This is an optimization exercise on Yosys and OpenROAD, whose aim is small area, a short achievable clock period and few clock cycles, not a production implementation. For this run, only the layout was checked, not whether the RTL still works. Power is estimated from default activity; no workload was simulated.

File: design/flow/config.mk
export PLATFORM = sky130hd
export DESIGN_NAME = engine
export DESIGN_NICKNAME = engine
export VERILOG_FILES = /design/flow/design.v
export SDC_FILE = /design/flow/constraint.sdc
export NUM_CORES = 4
export LEC_CHECK = 0
export CAP_MARGIN = 20
export CORE_MARGIN = 2
export CORE_UTILIZATION = 50
export SLEW_MARGIN = 20
export TNS_END_PERCENT = 100
File: design/flow/constraint.sdc
create_clock -name core_clock -period 11.0 [get_ports {clk}]
set_input_delay 2.2000 -clock core_clock [delete_from_list [all_inputs] [get_ports {clk}]]
set_output_delay 2.2000 -clock core_clock [all_outputs]
set_load 0.01 [all_outputs]
File: design/flow/design.v
`timescale 1 ns / 1 ps
module engine (
   input                      clk,
   input                      rst,
   output                     done,
   input    [63:0]            num_rows_in,
   input    [63:0]            row_start_in,
   input    [63:0]            row_skip_in,
   input    [63:0]            rows_size_in,            
   input    [63:0]            hash_mask_in,
   input                      row_rq_stall_in,
   output                     row_rq_vld_out,
   output   [47:0]            row_rq_vadr_out,
   output                     row_rs_stall_out,
   input                      row_rs_vld_in,
   input    [63:0]            row_rs_data_in,
   input                      ht_rq_afull_in,
   output                     ht_rq_vld_out,
   output   [47:0]            ht_rq_address_out,
   output                     ht_rs_afull_out,
   input                      ht_rs_write_en_in,
   input    [63:0]            ht_rs_data_in,
   input                      ll_rq_0_afull_in,
   output                     ll_rq_0_vld_out,
   output   [47:0]            ll_rq_0_address_out,
   output                     ll_rs_0_afull_out,
   input                      ll_rs_0_write_en_in,
   input    [63:0]            ll_rs_0_data_in,
   input                      ll_rq_1_afull_in,
   output                     ll_rq_1_vld_out,
   output   [47:0]            ll_rq_1_address_out,
   output                     ll_rs_1_afull_out,
   input                      ll_rs_1_write_en_in,
   input    [63:0]            ll_rs_1_data_in,
   output                     output_empty_out,
   input                      output_read_en_in,
   output   [63:0]            output_dim_table_out,
   output   [63:0]            output_fact_table_out
);
   localparam  K        = 14;           
   localparam  TW       = 4;            
   localparam  HTD      = 8;            
   localparam  HW       = 3;            
   localparam  ROW_CAP  = 8;            
   reg                        run_s;
   reg   [5:0]                icnt_s;
   reg   [23:0]               bh_s, bl_s;  
   reg                        bc_s;
   reg   [23:0]               dh_s, dl_s;  
   reg                        dc_s;
   reg   [63:0]               idx_s;
   reg   [63:0]               skip_s;      
   reg                        left_vld_s;
   reg                        left_s;
   reg   [3:0]                row_out_s;
   reg                        sbit_s;      
   reg   [5:0]                lz_s;        
   integer                    j;
   always @*
   begin
      lz_s = 6'd48;
      for (j = 0; j < 48; j = j + 1)
         if (rows_size_in[j]) lz_s = 6'd47 - j;
   end
   wire                       row_issue_s;
   wire                       init_step_s = !run_s && (icnt_s != 6'd48);
   wire  [5:0]                nbit_s      = 6'd46 - icnt_s;
   wire  [23:0]               bl_a_s   = init_step_s ? {bl_s[22:0], 1'b0} : bl_s;
   wire  [23:0]               bl_b_s   = init_step_s ? (sbit_s ? idx_s[23:0] : 24'd0) : dl_s;
   wire  [24:0]               bl_sum_s = {1'b0, bl_a_s} + {1'b0, bl_b_s};
   wire  [23:0]               bh_a_s   = init_step_s ? {bh_s[22:0], bl_s[23]} : bh_s;
   wire  [23:0]               bh_b_s   = init_step_s ? (sbit_s ? idx_s[47:24] : 24'd0) :
                                         (bc_s ? 24'd0 : dh_s);
   wire  [23:0]               bh_sum_s = bh_a_s + bh_b_s +
                                         (init_step_s ? {22'd0, bc_s, 1'b0} : {23'd0, bc_s});
   wire  [24:0]               dl_sum_s = {1'b0, dl_s[22:0], 1'b0} + {1'b0, (sbit_s ? skip_s[23:0] : 24'd0)};
   wire  [23:0]               dh_sum_s = (init_step_s ? {dh_s[22:0], dl_s[23]} : dh_s) +
                                         ((init_step_s && sbit_s) ? skip_s[47:24] : 24'd0) +
                                         (init_step_s ? {22'd0, dc_s, 1'b0} : {23'd0, dc_s});
   always @(posedge clk)
   begin
      if (rst == 1'd1) begin
         run_s    <= 1'd0;
         icnt_s   <= lz_s;
         sbit_s   <= (rows_size_in[47:0] != 48'd0);
         bh_s     <= 24'd0;
         bl_s     <= 24'd0;
         bc_s     <= 1'd0;
         dh_s     <= 24'd0;
         dl_s     <= 24'd0;
         dc_s     <= 1'd0;
      end else if (init_step_s) begin
         icnt_s   <= icnt_s + 6'd1;
         sbit_s   <= (icnt_s != 6'd47) && rows_size_in[nbit_s];
         bl_s     <= bl_sum_s[23:0];
         bh_s     <= bh_sum_s;
         bc_s     <= bl_sum_s[24];
         dl_s     <= dl_sum_s[23:0];
         dh_s     <= dh_sum_s;
         dc_s     <= dl_sum_s[24];
      end else begin
         if (!run_s)
            run_s <= 1'd1;
         if (dc_s) begin
            dh_s  <= dh_sum_s;
            dc_s  <= 1'd0;
         end
         if (row_issue_s)
            bl_s  <= bl_sum_s[23:0];
         if (row_issue_s || bc_s)
            bh_s  <= bh_sum_s;
         bc_s     <= row_issue_s && bl_sum_s[24];
      end
   end
   always @(posedge clk)
   begin
      if (rst == 1'd1)
         idx_s <= row_start_in;
      else if (row_issue_s)
         idx_s <= idx_s + skip_s;
      skip_s <= row_skip_in;
      left_s <= (idx_s < num_rows_in);
      if (rst == 1'd1)
         left_vld_s <= 1'd0;
      else
         left_vld_s <= !row_issue_s;
   end
   reg                        row_ok_s;
   wire  [3:0]                row_out_nx_s = row_out_s + {3'd0, row_issue_s} - {3'd0, row_rs_vld_in};
   always @(posedge clk)
   begin
      if (rst == 1'd1)
         row_ok_s <= 1'd0;
      else
         row_ok_s <= !row_issue_s && (run_s || icnt_s == 6'd48) && (idx_s < num_rows_in) &&
                     (row_out_nx_s != ROW_CAP);
   end
   assign row_issue_s      = row_ok_s && !row_rq_stall_in;
   assign row_rq_vld_out   = row_issue_s;
   assign row_rq_vadr_out  = {3'd0, bh_s, bl_s[23:3]};
   always @(posedge clk)
   begin
      if (rst == 1'd1)
         row_out_s <= 4'd0;
      else
         row_out_s <= row_out_nx_s;
   end
   reg   [63:0]               slot_v_s [0:K-1];
   reg   [K-1:0]              busy_s;
   reg   [TW-1:0]             alloc_s;
   integer                    i;
   always @*
   begin
      alloc_s = {TW{1'b0}};
      for (i = K-1; i >= 0; i = i - 1)
         if (!busy_s[i]) alloc_s = i;
   end
   always @(posedge clk)
   begin
      if (row_rs_vld_in)
         slot_v_s[alloc_s] <= row_rs_data_in;
   end
   reg                        a_vld_s;
   reg   [30:0]               a_s1_s;      
   reg   [30:0]               a_s2_s;
   reg   [TW-1:0]             a_tag_s;
   reg                        b_vld_s;
   reg   [30:0]               b_adr_s;
   reg   [TW-1:0]             b_tag_s;
   wire                       ht_issue_s;
   wire                       a_to_b_s = a_vld_s && (!b_vld_s || ht_issue_s);
   wire  [30:0]               k_s      = row_rs_data_in[62:32];
   wire  [30:0]               t0_s = k_s,         t1_s = k_s << 2,  t2_s = k_s << 3;
   wire  [30:0]               t3_s = k_s << 7,    t4_s = k_s << 10, t5_s = k_s << 11;
   wire  [30:0]               t6_s = k_s << 17,   t7_s = k_s << 23, t8_s = k_s << 26;
   wire  [30:0]               t9_s = k_s << 29;
   wire  [30:0]               sa_s = t0_s ^ t1_s ^ t2_s;
   wire  [30:0]               ca_s = ((t0_s & t1_s) | (t0_s & t2_s) | (t1_s & t2_s)) << 1;
   wire  [30:0]               sb_s = t3_s ^ t4_s ^ t5_s;
   wire  [30:0]               cb_s = ((t3_s & t4_s) | (t3_s & t5_s) | (t4_s & t5_s)) << 1;
   wire  [30:0]               sc_s = t6_s ^ t7_s ^ t8_s;
   wire  [30:0]               cc_s = ((t6_s & t7_s) | (t6_s & t8_s) | (t7_s & t8_s)) << 1;
   wire  [30:0]               sd_s = sa_s ^ ca_s ^ sb_s;
   wire  [30:0]               cd_s = ((sa_s & ca_s) | (sa_s & sb_s) | (ca_s & sb_s)) << 1;
   wire  [30:0]               se_s = cb_s ^ sc_s ^ cc_s;
   wire  [30:0]               ce_s = ((cb_s & sc_s) | (cb_s & cc_s) | (sc_s & cc_s)) << 1;
   wire  [30:0]               sf_s = sd_s ^ cd_s ^ se_s;
   wire  [30:0]               cf_s = ((sd_s & cd_s) | (sd_s & se_s) | (cd_s & se_s)) << 1;
   wire  [30:0]               sg_s = sf_s ^ cf_s ^ ce_s;
   wire  [30:0]               cg_s = ((sf_s & cf_s) | (sf_s & ce_s) | (cf_s & ce_s)) << 1;
   wire  [30:0]               s1_s = sg_s ^ cg_s ^ t9_s;
   wire  [30:0]               s2_s = ((sg_s & cg_s) | (sg_s & t9_s) | (cg_s & t9_s)) << 1;
   wire  [30:0]               hash_s   = a_s1_s + a_s2_s;
   assign row_rs_stall_out = (&busy_s) || (a_vld_s && b_vld_s);
   always @(posedge clk)
   begin
      if (rst == 1'd1)
         a_vld_s <= 1'd0;
      else if (row_rs_vld_in)
         a_vld_s <= 1'd1;
      else if (a_to_b_s)
         a_vld_s <= 1'd0;
      if (row_rs_vld_in) begin
         a_s1_s  <= s1_s;
         a_s2_s  <= s2_s;
         a_tag_s <= alloc_s;
      end
      if (rst == 1'd1)
         b_vld_s <= 1'd0;
      else if (a_to_b_s)
         b_vld_s <= 1'd1;
      else if (ht_issue_s)
         b_vld_s <= 1'd0;
      if (a_to_b_s) begin
         b_adr_s <= hash_s & hash_mask_in[30:0];
         b_tag_s <= a_tag_s;
      end
   end
   reg   [TW-1:0]             htf_s [0:HTD-1];
   reg   [HW-1:0]             htf_wr_s;
   reg   [HW-1:0]             htf_rd_s;
   reg   [HW:0]               htf_cnt_s;
   reg                        ht_ok_s;
   wire  [HW:0]               htf_cnt_nx_s = htf_cnt_s + {{HW{1'b0}}, ht_issue_s} -
                                             {{HW{1'b0}}, ht_rs_write_en_in};
   always @(posedge clk)
   begin
      if (rst == 1'd1)
         ht_ok_s <= 1'd0;
      else
         ht_ok_s <= (a_to_b_s || (b_vld_s && !ht_issue_s)) && (htf_cnt_nx_s != HTD);
   end
   assign ht_issue_s          = ht_ok_s && !ht_rq_afull_in;
   assign ht_rq_vld_out       = ht_issue_s;
   assign ht_rq_address_out   = {17'd0, b_adr_s};
   always @(posedge clk)
   begin
      if (ht_issue_s)
         htf_s[htf_wr_s] <= b_tag_s;
      if (rst == 1'd1) begin
         htf_wr_s  <= {HW{1'b0}};
         htf_rd_s  <= {HW{1'b0}};
         htf_cnt_s <= {(HW+1){1'b0}};
      end else begin
         if (ht_issue_s)
            htf_wr_s <= htf_wr_s + 1'd1;
         if (ht_rs_write_en_in)
            htf_rd_s <= htf_rd_s + 1'd1;
         htf_cnt_s <= htf_cnt_nx_s;
      end
   end
   wire  [TW-1:0]             ht_tag_s = htf_s[htf_rd_s];
   wire                       ht_nil_s = (ht_rs_data_in == 64'hFFFF_FFFF_FFFF_FFFF);
   reg                        q_vld_s;
   reg   [47:0]               q_ptr_s;
   reg   [TW-1:0]             q_tag_s;
   assign ht_rs_afull_out = q_vld_s;
   reg   [47:0]               rq_ptr_s [0:1];
   reg                        rq_wr_s;
   reg                        rq_rd0_s;
   reg                        rq_rd1_s;
   reg   [1:0]                rq_cnt0_s;
   reg   [1:0]                rq_cnt1_s;
   wire                       ll_iss_0_s = (rq_cnt0_s != 2'd0) && !ll_rq_0_afull_in;
   wire                       ll_iss_1_s = (rq_cnt1_s != 2'd0) && !ll_rq_1_afull_in;
   wire                       rq_free_s  = (rq_cnt0_s != 2'd2 || !ll_rq_0_afull_in) &&
                                           (rq_cnt1_s != 2'd2 || !ll_rq_1_afull_in);
   wire  [47:0]               rq_a0_s    = rq_ptr_s[rq_rd0_s];
   wire  [47:0]               rq_a1_s    = rq_ptr_s[rq_rd1_s];
   assign ll_rq_0_vld_out     = ll_iss_0_s;
   assign ll_rq_1_vld_out     = ll_iss_1_s;
   assign ll_rq_0_address_out = {rq_a0_s[46:0], 1'b0};
   assign ll_rq_1_address_out = {rq_a1_s[46:0], 1'b1};
   localparam  LW       = TW;         
   localparam  LD       = 2**LW;
   reg   [TW-1:0]             llf_tag_s [0:LD-1];
   reg   [LD-1:0]             llf_half_s;     
   reg   [LD-1:0]             llf_nil_s;      
   reg   [LW:0]               llf_wp_s;       
   reg   [LW:0]               llf_rp0_s;
   reg   [LW:0]               llf_rp1_s;
   wire  [LW-1:0]             llf_wr_s  = llf_wp_s[LW-1:0];
   wire  [LW-1:0]             llf_rd0_s = llf_rp0_s[LW-1:0];
   wire  [LW-1:0]             llf_rd1_s = llf_rp1_s[LW-1:0];
   reg   [TW-1:0]             tag0_s;
   reg   [TW-1:0]             tag1_s;
   reg   [K-1:0]              tag0_oh_s;      
   reg   [63:0]               v0_s;
   integer                    m;
   always @*
   begin
      v0_s = 64'd0;
      for (m = 0; m < K; m = m + 1)
         v0_s = v0_s | ({64{tag0_oh_s[m]}} & slot_v_s[m]);
   end
   wire                       llf_room0_s = (llf_wp_s != {~llf_rp0_s[LW], llf_rp0_s[LW-1:0]});
   wire                       llf_room_s  = llf_room0_s &&
                                            (llf_wp_s != {~llf_rp1_s[LW], llf_rp1_s[LW-1:0]});
   reg                        c0_vld_s;
   reg                        c0_match_s;
   reg   [31:0]               c0_dlo_s;
   reg                        c1_vld_s;
   reg                        c1_nil_s;
   reg   [47:0]               c1_ptr_s;
   wire                       m_in_s   = (ll_rs_0_data_in[63:32] == v0_s[63:32]);
   wire                       c0_av_s  = c0_vld_s || ll_rs_0_write_en_in;
   wire                       c0_m_s   = c0_vld_s ? c0_match_s : m_in_s;
   wire  [31:0]               c0_d_s   = c0_vld_s ? c0_dlo_s   : ll_rs_0_data_in[31:0];
   wire                       c1_av_s  = c1_vld_s || ll_rs_1_write_en_in;
   wire                       c1_n_s   = c1_vld_s ? c1_nil_s   : (ll_rs_1_data_in == 64'hFFFF_FFFF_FFFF_FFFF);
   wire  [47:0]               c1_p_s   = c1_vld_s ? c1_ptr_s   : ll_rs_1_data_in[47:0];
   reg                        r_vld_s;
   reg   [31:0]               r_key_s;
   reg   [31:0]               r_vlo_s;
   reg   [31:0]               r_dlo_s;
   wire                       res_free_s  = !r_vld_s || output_read_en_in;
   wire                       proc0_s     = c0_av_s && res_free_s;
   wire                       proc1_s     = c1_av_s && rq_free_s && llf_room0_s;
   wire                       recirc_s    = proc1_s && !c1_n_s;
   wire                       same_s      = (llf_rd0_s == llf_rd1_s);
   wire                       free0_s     = proc0_s && ((llf_half_s[llf_rd0_s] && llf_nil_s[llf_rd0_s]) ||
                                                        (same_s && proc1_s && c1_n_s));
   wire                       free1_s     = proc1_s && c1_n_s && llf_half_s[llf_rd1_s] && !(same_s && proc0_s);
   wire                       load_q_s    = q_vld_s && rq_free_s && llf_room_s && !recirc_s;
   wire                       rq_load_s   = recirc_s || load_q_s;     
   wire                       rq_write_s  = proc1_s || load_q_s;      
   wire  [TW-1:0]             wtag_s      = recirc_s ? tag1_s : q_tag_s;
   wire  [LW-1:0]             rd0_nx_s    = rst ? {LW{1'b0}} : llf_rd0_s + {{(LW-1){1'b0}}, proc0_s};
   wire  [TW-1:0]             tag0_nx_s;
   wire  [LW-1:0]             rd1_nx_s    = rst ? {LW{1'b0}} : llf_rd1_s + {{(LW-1){1'b0}}, proc1_s};
   assign tag0_nx_s = (rq_write_s && llf_wr_s == rd0_nx_s) ? wtag_s : llf_tag_s[rd0_nx_s];
   always @(posedge clk)
   begin
      if (rst == 1'd1) begin
         q_vld_s <= 1'd0;
      end else if (ht_rs_write_en_in && !ht_nil_s) begin
         q_vld_s <= 1'd1;
      end else if (load_q_s) begin
         q_vld_s <= 1'd0;
      end
      if (ht_rs_write_en_in) begin
         q_ptr_s <= ht_rs_data_in[47:0];
         q_tag_s <= ht_tag_s;
      end
      if (rst == 1'd1) begin
         rq_wr_s   <= 1'd0;
         rq_rd0_s  <= 1'd0;
         rq_rd1_s  <= 1'd0;
         rq_cnt0_s <= 2'd0;
         rq_cnt1_s <= 2'd0;
      end else begin
         if (rq_load_s)  rq_wr_s  <= !rq_wr_s;
         if (ll_iss_0_s) rq_rd0_s <= !rq_rd0_s;
         if (ll_iss_1_s) rq_rd1_s <= !rq_rd1_s;
         rq_cnt0_s <= rq_cnt0_s + {1'd0, rq_load_s} - {1'd0, ll_iss_0_s};
         rq_cnt1_s <= rq_cnt1_s + {1'd0, rq_load_s} - {1'd0, ll_iss_1_s};
      end
      if (rq_write_s)
         rq_ptr_s[rq_wr_s] <= recirc_s ? c1_p_s : q_ptr_s;
      if (rq_write_s)
         llf_tag_s[llf_wr_s] <= wtag_s;
      tag0_s <= tag0_nx_s;
      tag0_oh_s <= {{(K-1){1'b0}}, 1'b1} << tag0_nx_s;
      tag1_s <= (rq_write_s && llf_wr_s == rd1_nx_s) ? wtag_s : llf_tag_s[rd1_nx_s];
      if (rst == 1'd1) begin
         llf_wp_s   <= {(LW+1){1'b0}};
         llf_rp0_s  <= {(LW+1){1'b0}};
         llf_rp1_s  <= {(LW+1){1'b0}};
      end else begin
         if (rq_load_s)
            llf_wp_s <= llf_wp_s + 1'd1;
         if (proc0_s)
            llf_rp0_s <= llf_rp0_s + 1'd1;
         if (proc1_s)
            llf_rp1_s <= llf_rp1_s + 1'd1;
      end
      llf_half_s <= (llf_half_s | ({{(LD-1){1'b0}}, proc0_s} << llf_rd0_s)
                                | ({{(LD-1){1'b0}}, proc1_s} << llf_rd1_s))
                    & ~({{(LD-1){1'b0}}, rq_load_s} << llf_wr_s);
      llf_nil_s  <= (llf_nil_s | ({{(LD-1){1'b0}}, proc1_s && c1_n_s} << llf_rd1_s))
                    & ~({{(LD-1){1'b0}}, rq_load_s} << llf_wr_s);
      if (rst == 1'd1) begin
         c0_vld_s <= 1'd0;
         c1_vld_s <= 1'd0;
      end else begin
         c0_vld_s <= c0_av_s && !proc0_s;
         c1_vld_s <= c1_av_s && !proc1_s;
      end
      if (!c0_vld_s) begin
         c0_match_s <= m_in_s;
         c0_dlo_s   <= ll_rs_0_data_in[31:0];
      end
      if (!c1_vld_s) begin
         c1_nil_s   <= (ll_rs_1_data_in == 64'hFFFF_FFFF_FFFF_FFFF);
         c1_ptr_s   <= ll_rs_1_data_in[47:0];
      end
      if (rst == 1'd1)
         r_vld_s <= 1'd0;
      else if (proc0_s)
         r_vld_s <= c0_m_s;
      else if (output_read_en_in)
         r_vld_s <= 1'd0;
      if (proc0_s) begin
         r_key_s <= v0_s[63:32];
         r_vlo_s <= v0_s[31:0];
         r_dlo_s <= c0_d_s;
      end
      if (rst == 1'd1)
         busy_s <= {K{1'b0}};
      else
         busy_s <= (busy_s | ({{(K-1){1'b0}}, row_rs_vld_in} << alloc_s))
                   & ~({{(K-1){1'b0}}, ht_rs_write_en_in && ht_nil_s} << ht_tag_s)
                   & ~({K{free0_s}} & tag0_oh_s)
                   & ~({{(K-1){1'b0}}, free1_s} << tag1_s);
   end
   assign ll_rs_0_afull_out      = c0_vld_s;
   assign ll_rs_1_afull_out      = c1_vld_s;
   assign output_empty_out       = !r_vld_s;
   assign output_dim_table_out   = {r_key_s, r_dlo_s};
   assign output_fact_table_out  = {r_key_s, r_vlo_s};
   assign done = run_s && left_vld_s && !left_s && (row_out_s == 4'd0) && !a_vld_s &&
                 !b_vld_s && (busy_s == {K{1'b0}}) && !r_vld_s;
endmodule
File: design/flow/flow/run.sh
#!/bin/bash
set -euo pipefail
export BUFFER_PORTS_ARGS="-buffer_cell sky130_fd_sc_hd__buf_1"
export SETUP_SLACK_MARGIN=6.3
bash standard.sh > standard_flow.log 2>&1
File: design/flow/standard.sh
#!/bin/bash
# synth_recipe.tcl (not shown) runs the flow's synth.tcl, then flattens the netlist and writes it again
# the make line also repeats each setting of config.mk as NAME=value (left out here)
make -C /OpenROAD-flow-scripts/flow DESIGN_CONFIG=/design/flow/config.mk WORK_HOME=/design/flow/orfs CLKGATE_MAP_FILE= SYNTH_SCRIPT=/design/flow/synth_recipe.tcl "${@:-finish}"
==> impl_metrics.xml <==
<?xml version="1.0" encoding="UTF-8"?>
<metrics>
  <group name="sta">
    <metric name="maxSlewHeadroom" unit="%">27.5</metric>
    <metric name="setup_viol" unit="">0</metric>
    <metric name="grt_setup_unrepaired" unit="">true</metric>
    <metric name="setup_tns" unit="ns">0</metric>
    <metric name="slew_viol_final" unit="">0</metric>
    <metric name="hold_vio_cnt_final" unit="">0</metric>
    <metric name="timing.final.crit_share" unit="%">44.2</metric>
    <metric name="fin_crit_period" unit="ns">4.86</metric>
    <metric name="clock.fmax" unit="MHz">206</metric>
    <metric name="max_slew.worst_pin.slew" unit="ns">1.07</metric>
    <metric name="final_critical_path_setup_slack" unit="ns">6.14</metric>
    <metric name="fin_skew" unit="ns">0.0325</metric>
  </group>
  <group name="routing">
    <metric name="ant_nets_after_route" unit="">0</metric>
    <metric name="post_drt_wl_per_cell" unit="um">26.7</metric>
    <metric name="total_wirelength_of_the_detailed_routed_design" unit="mm">255</metric>
    <metric name="pre_antenna_drt_iters" unit="">6</metric>
    <metric name="routed-via-count" unit="">56900</metric>
    <metric name="vias_cell" unit="">5.96</metric>
    <metric name="dr.first_iter.drc_count" unit="">6107</metric>
    <metric name="remaining_drc_errors" unit="">0</metric>
  </group>
  <group name="finish">
    <metric name="filler_cell_count" unit="">13300</metric>
    <metric name="num-nets-final" unit="">8265</metric>
    <metric name="area_growth_syn_to_layout" unit="%">16.3</metric>
    <metric name="finish.cell_count_without_fillers" unit="">9539</metric>
    <metric name="finalCoreUtilization" unit="%">58.5</metric>
    <metric name="drive_above_1_share" unit="%">12.6</metric>
  </group>
  <group name="setup_path">
    <metric name="crit_arrival" unit="ns">2.66</metric>
    <metric name="criticalPathCategory" unit="">in2out</metric>
    <metric name="setup.reg_to_reg.worst_slack" unit="ns">6.46</metric>
    <metric name="timing.critical_path.from_type" unit="">input pin</metric>
    <metric name="critPathRequiredTime" unit="ns">8.80</metric>
    <metric name="path_max_fanout" unit="">2</metric>
    <metric name="timing.critical_path.to_type" unit="">primary output</metric>
  </group>
  <group name="global_routing">
    <metric name="globalRoute.busiestLayer" unit="">met2</metric>
    <metric name="gr-usage-all-layers" unit="%">29.7</metric>
    <metric name="pin_count_of_the_biggest_net_entering_global_routing" unit="">152</metric>
    <metric name="grt_first_pass_wirelength" unit="mm">366</metric>
    <metric name="grt_overflow_total" unit="">0</metric>
    <metric name="first_global_vias" unit="">55100</metric>
    <metric name="grt_antenna_before_repair" unit="">42</metric>
    <metric name="globalRouteMet3Util" unit="%">5.97</metric>
    <metric name="met1_usage" unit="%">41.3</metric>
    <metric name="gr-usage-met2" unit="%">47.1</metric>
  </group>
  <group name="yosys">
    <metric name="synth.cell_area" unit="sq mm">0.0818</metric>
    <metric name="synth.avg_cell_area" unit="sq um">13.0</metric>
    <metric name="ys_seq_area_share" unit="%">60.1</metric>
    <metric name="synth-edff-count" unit="">1398</metric>
    <metric name="synth_async_sr_flop_share" unit="%">0</metric>
    <metric name="postSynthRegisterBits" unit="">1757</metric>
    <metric name="postSynth.topFlopCell" unit="">sky130_fd_sc_hd__edfxtp_1</metric>
    <metric name="syn_inst" unit="">6276</metric>
    <metric name="synth-warning-count" unit="">1</metric>
    <metric name="ys_types" unit="">90</metric>
  </group>
  <group name="place">
    <metric name="dpl.cell_count" unit="">9099</metric>
    <metric name="dp_hpwl" unit="mm">166</metric>
    <metric name="finalWeightedCongestion" unit="">0.971</metric>
    <metric name="dpl_worst_slack" unit="ns">4.05</metric>
    <metric name="portBuffers" unit="">861</metric>
  </group>
  <group name="cts">
    <metric name="clock_tree_from_tritoncts" unit="">yes</metric>
    <metric name="clock-root-buffer" unit="">sky130_fd_sc_hd__clkbuf_16</metric>
    <metric name="inserted_clock_buffers" unit="">189</metric>
    <metric name="clock_pin_slew_on_the_worst_setup_and_hold_paths" unit="ns">0.06</metric>
    <metric name="cts-htree-levels" unit="">4</metric>
    <metric name="cts_buffer_depth" unit="">3</metric>
    <metric name="clk-insertion-delay-late" unit="ns">0.84</metric>
    <metric name="clock_sinks" unit="">1757</metric>
  </group>
  <group name="floorplanning">
    <metric name="floorplan.io_pins" unit="">917</metric>
    <metric name="core.rowCount" unit="">148</metric>
    <metric name="initial_utilization" unit="%">50.3</metric>
    <metric name="core_box_area" unit="sq mm">0.163</metric>
    <metric name="die_area" unit="sq mm">0.167</metric>
    <metric name="die-width" unit="um">408</metric>
    <metric name="die_y" unit="um">408</metric>
  </group>
  <group name="power_and_ir_drop">
    <metric name="total_power" unit="mW">22.7</metric>
    <metric name="power.leakage" unit="nW">35.4</metric>
    <metric name="peakVddDrop" unit="mV">0.171</metric>
    <metric name="pwr_density_cell" unit="mW/mm^2">239</metric>
  </group>
  <group name="job">
    <metric name="cap_violations" unit="">0</metric>
  </group>
  <group name="worst_hold_path">
    <metric name="hold_path.class" unit="">reg2reg</metric>
  </group>
  <group name="run_status">
    <metric name="run_status" unit="">finished clean</metric>
  </group>
</metrics>
-- metal layers --
metal / vias to the layer above / share of wire, %
li1: 25500 / -
met1: 28600 / 42
met2: 2440 / 47
met3: 384 / 8.4
met4: 16 / 3.0
met5: - / 0.049
-- per-stage QoR --
step / instance area (sq um) / hold slack [ns]
6_report: 95100 / 0.417
5_1_grt: 95100 / 0.429
4_1_cts: 94600 / 0.418
3_5_place_dp: 87400 / 0.405
3_3_place_gp: 87400 / 0.405
2_1_floorplan: 82200 / 0.400
-- cells in the mapped netlist (50+ instances only) --
master                     number  area (sq um)
sky130_fd_sc_hd__a22oi_1      284          2130
sky130_fd_sc_hd__clkbuf_1     184           691
sky130_fd_sc_hd__a21o_1       111           833
sky130_fd_sc_hd__nand2_1      617          2320
sky130_fd_sc_hd__xor2_1        73           639
sky130_fd_sc_hd__inv_1        292          1100
sky130_fd_sc_hd__nor2_1       279          1050
sky130_fd_sc_hd__buf_1         50           188
sky130_fd_sc_hd__fa_1         123          2460
sky130_fd_sc_hd__a21oi_1      286          1430
sky130_fd_sc_hd__buf_4         75           563
sky130_fd_sc_hd__ha_1         377          4720
sky130_fd_sc_hd__xnor2_1      157          1380
sky130_fd_sc_hd__edfxtp_1    1398         42000
sky130_fd_sc_hd__mux2_2       232          2610
sky130_fd_sc_hd__and2_1        65           407
sky130_fd_sc_hd__nand4_1      107           669
sky130_fd_sc_hd__nand3_1      116           581
sky130_fd_sc_hd__o21ai_0      149           746
sky130_fd_sc_hd__a22o_1       111           972
sky130_fd_sc_hd__dfxtp_1      359          7190
sky130_fd_sc_hd__mux4_2        62          1400
sky130_fd_sc_hd__nor3_1        91           455
sky130_fd_sc_hd__a221oi_1     117          1020
-- layout by cell type (no fill, tap or decap), drive strengths merged, types with 48 or more instances in the layout --
master,instances
nand3,116
mux4,62
a21o,111
a221oi,117
nor3,94
inv,287
nand4,107
mux2,234
and2,66
dfxtp,359
nand2,618
o21ai,156
and3,48
a21oi,287
nor2,281
xnor2,157
buf,999
clkbuf,275
a22oi,284
xor2,73
a22o,111
edfxtp,1398
ha,377
clkinv,68
fa,123
-- sequential cells by signal (all words and copies together), names as in the netlist, 31 cells and up, named ones only --
name	count
a_s1_s	31
b_adr_s	31
c0_dlo_s	32
c1_ptr_s	47
htf_s	32
idx_s	64
llf_tag_s	64
q_ptr_s	47
r_dlo_s	32
r_key_s	32
r_vlo_s	32
rq_ptr_s	94
skip_s	64
slot_v_s	896
-- logic make-up after synthesis --
group	after synthesis	synth area share [%]
AOI/OAI and AO/OA	1326	11.4
and+or+nand+nor	1499	8.52
muxes	341	5.49
adders and majority gates	500	8.78
buffers and inverters	621	3.24
xor gates and xnor gates	230	2.46
other	2	0.00919
DFF	1757	60.1
-- area by class of cell --
type | instances | area [sq um] | area share (%)
Clock buffer | 266 | 5430 | 5.71
Clock inverter | 91 | 1080 | 1.13
Inverter | 295 | 1150 | 1.21
Tap cell | 2175 | 2720 | 2.86
Sequential cell | 1757 | 49200 | 51.8
Timing Repair Buffer | 1015 | 4810 | 5.06
Multi-Input combinational cell | 3920 | 30600 | 32.2
Antenna cell | 20 | 50.0 | 0.0526
-- worst paths after layout --
path	start	to	depth (start not counted)
worst max-delay path	row_rq_stall_in	row_rq_vld_out	4
worst min-delay path	a_tag_s[3]	b_tag_s[3]	0
worst max register to register	icnt_s[1]	dh_s[23]	20
worst min register to register	a_tag_s[3]	b_tag_s[3]	0
-- what timing repair did --
item                                    4_1_cts  5_1_grt
cloned                                        7        3
endpoints found under the setup margin      432      276
gates resized for setup                      99       52
buffers inserted                             25       28
pin swaps                                    12       14
hold buffers                                  0        0
-- where the power goes --
part | internal [mW] | switching (mW) | leakage (nW)
registers | 8.17 | 0.738 | 15.9
clock network | 3.85 | 2.72 | 3.18
logic | 2.94 | 4.34 | 16.3
total | 14.9 | 7.79 | 35.4
-- worst max-delay path, cell delays in order --
cell and delay (ns):
sky130_fd_sc_hd__buf_1 0.07, sky130_fd_sc_hd__nand2b_4 0.19, sky130_fd_sc_hd__inv_6 0.09, sky130_fd_sc_hd__buf_6 0.10

==> port drivers added, routing unchanged <==
The flow's constraints put no driver on any port. The routed layout listed below was extracted and timed again, unchanged, in two steps. Step 1 (the two cells are an assumption about what drives the block):
set clk [get_ports {clk}]
set_driving_cell -lib_cell sky130_fd_sc_hd__clkbuf_16 $clk
set_driving_cell -lib_cell sky130_fd_sc_hd__buf_2 [delete_from_list [all_inputs] $clk]
Step 2 moves the port delays by t, midway between the first and last clock arrival at a register: inputs arrive t later, outputs are due t later. That takes back most of the time a late clock gives input paths. Three values: ideal ports, drivers, drivers and shift; two values: the first two.
t (ns): 0.915
slack for setup (ns): 6.141 / 6.058 / 5.407
hold slack, ns: 0.417 / 0.417 / 0.417
slew at the worst register clock pin (ns): 0.06 / 0.06
cell pins on the clock port's net: 1
After both steps setup and hold are still met in this run. The setup slack of this run moves by -0.083 ns with the drivers and by -0.734 ns with both steps.
